Background: an optimization exercise with open tools, aiming at small area. Do not read the settings as production practice.
Function was checked by simulation only, so behaviour that the tests miss may differ from the original.
The clock port is modelled as an ideal driver; clocking choices that lean on that would not hold on a real chip.
Power is estimated from default activity; no workload was simulated.

== amber ==
// temp_ctrl_periph
module temp_ctrl_periph (
    input  wire        clk,
    input  wire        rst,
    input  wire        spi_en,
    input  wire        spi_miso,
    output wire        spi_clk,
    output wire        spi_cs_n,
    output wire [15:0] spi_data,
    output wire        spi_status,
    input  wire        pwm_en,
    input  wire [31:0] pwm_ton,
    input  wire [31:0] pwm_tp,
    output wire        pwm_out,
    output wire [31:0] pwm_cnt,
    output wire [31:0] pwm_milli_cnt,
    input  wire [3:0]  disp_d0,
    input  wire [3:0]  disp_d1,
    input  wire [3:0]  disp_d2,
    input  wire [3:0]  disp_d3,
    output wire [6:0]  seg_out,
    output wire        seg_clk,
    output wire [3:0]  anode
);
spi_ctrl u_spi (
    .i_clk      (clk),
    .i_rst      (rst),
    .i_en       (spi_en),
    .i_miso     (spi_miso),
    .o_spi_clk  (spi_clk),
    .o_spi_cs_n (spi_cs_n),
    .o_data     (spi_data),
    .o_status   (spi_status)
);
pwm_ctrl u_pwm (
    .clk       (clk),
    .rst       (rst),
    .En        (pwm_en),
    .Ton       (pwm_ton),
    .Tp        (pwm_tp),
    .op        (pwm_out),
    .cnt_val   (pwm_cnt),
    .milli_cnt (pwm_milli_cnt)
);
sevensegment u_seg (
    .clk     (clk),
    .reset   (rst),
    .temp1   (disp_d0),
  ...
==> module spi_ctrl, before the edit <==
module spi_ctrl
(
    input wire i_clk,
    input wire i_rst,
    input wire i_en,
    input wire i_miso,
    output wire o_spi_clk,
    output wire o_spi_cs_n,
    output wire [15:0] o_data,
    output wire o_status
);
reg s1, s0;
reg [3:0] bit_count;
reg [15:0] data_r;
reg [15:0] clk_cnt;
reg latch_r;
wire recv = s0 & ~s1;
wire [15:0] cnt_inc;
spi_inc16 u_inc (.a(clk_cnt), .s(cnt_inc));
wire last = (bit_count == 4'd15);
always @(posedge i_clk, posedge i_rst)
    if (i_rst) begin
        s1        <= 1'b0;
        s0        <= 1'b0;
        data_r    <= 16'd0;
        clk_cnt   <= 16'd0;
    end else begin
        clk_cnt   <= cnt_inc & {16{i_en}};
        s1        <= s0 & (s1 | last);
        s0        <= s0 ? ~s1 : i_en;
        if (recv && latch_r)
            data_r <= {data_r[14:0], i_miso};
    end
always @(posedge i_clk) begin
    latch_r   <= (clk_cnt[15:7] != 9'd0) && (clk_cnt[6:0] == 7'd10);
    bit_count <= recv ? bit_count + {3'd0, latch_r} : 4'd0;
end
assign o_spi_clk = clk_cnt[6];
assign o_status = s1;
assign o_data = data_r;
assign o_spi_cs_n = ~recv;
endmodule
==> module sevensegment, before the edit <==
module sevensegment(clk, reset, temp1, temp2, temp3, temp4, seg_out, seg_clk, anode);
input clk;
input reset;
input [3:0] temp1;
input [3:0] temp2;
input [3:0] temp3;
input [3:0] temp4;
output reg seg_clk;
output reg [6:0] seg_out;
output reg [3:0] anode;
wire term;
lfsr_prescaler #(
    .R    (17'h04da4),
    .T    (17'h126d6),
    .MASK (17'h17ffb),
    .J    (3)
) u_pre (
    .clk  (clk),
    .rst  (reset),
    .term (term)
);
wire seg_tick = term & ~seg_clk;
wire first = anode[3] & anode[2] & anode[1];
wire shown = ~(first & anode[0]);
reg [3:0] bcd;       
reg [3:0] disp;      
wire [3:0] sel = ({4{first}}     & temp1) |
                 ({4{~anode[3]}} & temp2) |
                 ({4{~anode[2]}} & temp3) |
                 ({4{~anode[1]}} & temp4);
always @(posedge clk, posedge reset)
    if (reset) begin
        seg_clk <= 1'b0;
    end else if (term) begin
        seg_clk <= ~seg_clk;
    end
always @(posedge clk, posedge reset)
    if (reset) begin
        bcd   <= 4'b0000;
        anode <= 4'b1111;
    end else if (seg_tick) begin
        bcd   <= sel;
        anode <= {~first, anode[3:1]};
    end
always @(posedge clk)
    if (seg_tick) disp <= bcd;
wire [6:0] dec = (disp == 4'd1) ? 7'b111_1001 :
                 (disp == 4'd2) ? 7'b010_0100 :
                 (disp == 4'd3) ? 7'b011_0000 :
                 (disp == 4'd4) ? 7'b001_1001 :
                 (disp == 4'd5) ? 7'b001_0010 :
                 (disp == 4'd6) ? 7'b000_0010 :
                 (disp == 4'd7) ? 7'b111_1000 :
                 (disp == 4'd8) ? 7'b000_0000 :
                 (disp == 4'd9) ? 7'b001_0000 :
                                  7'b100_0000;
always @* seg_out = (first & anode[0]) ? 7'b111_1111 : dec;
endmodule
Settings: LEC_CHECK=0, CAP_MARGIN=20, CORE_MARGIN=2, CORE_UTILIZATION=40, SLEW_MARGIN=20, SYNTH_HIERARCHICAL=1; clock period 10.0 ns.
standard.sh (not shown) runs the stock make flow with config.mk's settings and CLKGATE_MAP_FILE= SYNTH_SCRIPT=/design/flow/synth_recipe.tcl, a recipe that flattens the netlist after the stock synthesis.
==> flow/flow/run.sh <==
#!/bin/bash
# The standard layout with these changes: the port buffers are the smallest
# buffer (buf_1); after floorplan every logic cell is set to drive strength 1
# (repair_design and repair_timing size up what needs it); clock tree
# synthesis adds no dummy loads, and clock buffers whose flip-flops would see
# too slow a clock edge are made stronger (post_cts.tcl).
set -euo pipefail
here=$(pwd)
export BUFFER_PORTS_ARGS="-buffer_cell sky130_fd_sc_hd__buf_1"
export POST_FLOORPLAN_TCL="$here/flow/downsize.tcl"
export POST_CTS_TCL="$here/flow/post_cts.tcl"
export CTS_ARGS="-sink_clustering_enable -repair_clock_nets -dont_use_dummy_load -buf_list {$(cat flow/cts_bufs)} $(cat flow/cts_extra 2>/dev/null || true)"
bash standard.sh > standard.log 2>&1
==> flow/flow/cts_bufs <==
sky130_fd_sc_hd__clkbuf_4
==> flow/flow/cts_extra <==
-sink_clustering_size 10
==> flow/flow/downsize.tcl <==
# After synthesis and floorplan: put every logic cell at its smallest drive
# strength (X_1), leaving repair_design and repair_timing to size up what the
# layout needs.
set n 0
foreach inst [get_cells *] {
  set m [get_property $inst ref_name]
  if {[regexp {^(sky130_fd_sc_hd__[a-z0-9]+)_([0-9]+)$} $m -> base d]} {
    if {$d == 1 || [string match *tap* $base] || [string match *conb* $base]} { continue }
    set lc [get_lib_cells -quiet ${base}_1]
    if {$lc eq ""} { continue }
    if {[catch {replace_cell $inst $lc} err]} { puts "downsize: $inst $m: $err"; continue }
    incr n
  }
}
puts "downsize: $n cells set to drive strength 1"
==> flow/flow/post_cts.tcl <==
estimate_parasitics -placement
set big [get_lib_cells sky130_fd_sc_hd__clkbuf_8]
set n 0
foreach inst [get_cells *] {
  set m [get_property $inst ref_name]
  if {$m ne "sky130_fd_sc_hd__clkbuf_4"} { continue }
  set out [get_pins -of_objects $inst -filter "direction==output"]
  set net [get_nets -of_objects $out]
  set mx 0
  foreach p [get_pins -of_objects $net -filter "direction==input"] {
    set s [get_property $p slew_max]
    if {$s > $mx} { set mx $s }
  }
  if {$mx > 0.105} {
    replace_cell $inst $big
    incr n
  }
}
puts "post_cts: $n clock buffers set to clkbuf_8"
if {$n > 0} {
  detailed_placement
  check_placement -verbose
  estimate_parasitics -placement
}
Edits applied to the flow inputs when going from amber to indigo:
==> flow/design.v, changed modules only <==
module spi_ctrl
(
    input wire i_clk,
    input wire i_rst,
    input wire i_en,
    input wire i_miso,
    output wire o_spi_clk,
    output wire o_spi_cs_n,
    output wire [15:0] o_data,
    output wire o_status
);
reg s1, s0;
reg [3:0] bit_count;
reg [15:0] data_r;
reg [15:0] clk_cnt;
reg latch_r;
wire recv = s0 & ~s1;
wire [15:0] cnt_inc;
spi_inc16 u_inc (.a(clk_cnt), .s(cnt_inc));
wire last = (bit_count == 4'd15);
always @(posedge i_clk, posedge i_rst)
    if (i_rst) begin
        s1        <= 1'b0;
        s0        <= 1'b0;
        bit_count <= 4'd0;
        data_r    <= 16'd0;
        clk_cnt   <= 16'd0;
        latch_r   <= 1'b0;
    end else begin
        clk_cnt   <= cnt_inc & {16{i_en}};
        latch_r   <= (clk_cnt[15:7] != 9'd0) && (clk_cnt[6:0] == 7'd10);
        s1        <= s0 & (s1 | last);
        s0        <= s0 ? ~s1 : i_en;
        bit_count <= recv ? bit_count + {3'd0, latch_r} : 4'd0;
        if (recv && latch_r)
            data_r <= {data_r[14:0], i_miso};
    end
assign o_spi_clk = clk_cnt[6];
assign o_status = s1;
assign o_data = data_r;
assign o_spi_cs_n = ~recv;
endmodule
module sevensegment(clk, reset, temp1, temp2, temp3, temp4, seg_out, seg_clk, anode);
input clk;
input reset;
input [3:0] temp1;
input [3:0] temp2;
input [3:0] temp3;
input [3:0] temp4;
output reg seg_clk;
output reg [6:0] seg_out;
output reg [3:0] anode;
wire term;
lfsr_prescaler #(
    .R    (17'h04da4),
    .T    (17'h126d6),
    .MASK (17'h17ffb),
    .J    (3)
) u_pre (
    .clk  (clk),
    .rst  (reset),
    .term (term)
);
wire seg_tick = term & ~seg_clk;
wire first = anode[3] & anode[2] & anode[1];
wire shown = ~(first & anode[0]);
reg [3:0] bcd;       
reg [3:0] disp;      
wire [3:0] sel = ({4{first}}     & temp1) |
                 ({4{~anode[3]}} & temp2) |
                 ({4{~anode[2]}} & temp3) |
                 ({4{~anode[1]}} & temp4);
always @(posedge clk, posedge reset)
    if (reset) begin
        seg_clk <= 1'b0;
    end else if (term) begin
        seg_clk <= ~seg_clk;
    end
always @(posedge clk, posedge reset)
    if (reset) begin
        bcd   <= 4'b0000;
        disp  <= 4'b0000;
        anode <= 4'b1111;
    end else if (seg_tick) begin
        bcd   <= sel;
        disp  <= bcd;
        anode <= {~first, anode[3:1]};
    end
always @* begin
    case (disp)
        4'd0: seg_out = 7'b100_0000;
        4'd1: seg_out = 7'b111_1001;
        4'd2: seg_out = 7'b010_0100;
        4'd3: seg_out = 7'b011_0000;
        4'd4: seg_out = 7'b001_1001;
        4'd5: seg_out = 7'b001_0010;
        4'd6: seg_out = 7'b000_0010;
        4'd7: seg_out = 7'b111_1000;
        4'd8: seg_out = 7'b000_0000;
        4'd9: seg_out = 7'b001_0000;
        default: seg_out = 7'b100_0000;
    endcase
    if (!shown) seg_out = 7'b111_1111;
end
endmodule
[summary]
indigo: flow completed, timing, DRC and antenna clean
Both conditions hold for amber: the flow ran to the end and the final layout passed the timing, design-rule and antenna checks.
Minimum setup slack in the final design (higher): indigo
indigo ends up with lower number of enable-type register cells in the synthesized netlist than amber does.
Diff amber -> indigo: power saw an increase, cell count saw an increase, routing usage on met3 saw an increase, placed instance area saw an increase, post-route standard cell area excluding fillers saw an increase.
Shortest clock period the worst path allows after layout on indigo is ahead of amber.

-- separate check: timing with driven ports --
The flow's constraints put no driver on any port. The routed layouts listed below were extracted and timed again, unchanged, in two steps.
Step 1 (the two cells are an assumption about what drives the block):
set clk [get_ports {clk}]
set_driving_cell -lib_cell sky130_fd_sc_hd__clkbuf_16 $clk
set_driving_cell -lib_cell sky130_fd_sc_hd__buf_2 [delete_from_list [all_inputs] $clk]
Step 2 also shifts input and output timing later by t, the mid clock arrival at the registers, as if the neighbouring blocks saw the same clock.
a / b / c = ideal ports / drivers / drivers and shift; a / b = the first two.
run	t (ns)	setup WS [ns]	hold WS [ns]
amber	0.439	0.990 / 1.005 / 0.566	0.345 / 0.345 / 0.345
indigo	0.443	1.005 / 1.017 / 0.574	0.365 / 0.365 / 0.365
After both steps every run listed still meets setup and hold. For indigo, which loses most, drivers alone change the setup slack by +0.012 ns; drivers and shift together by -0.431 ns.
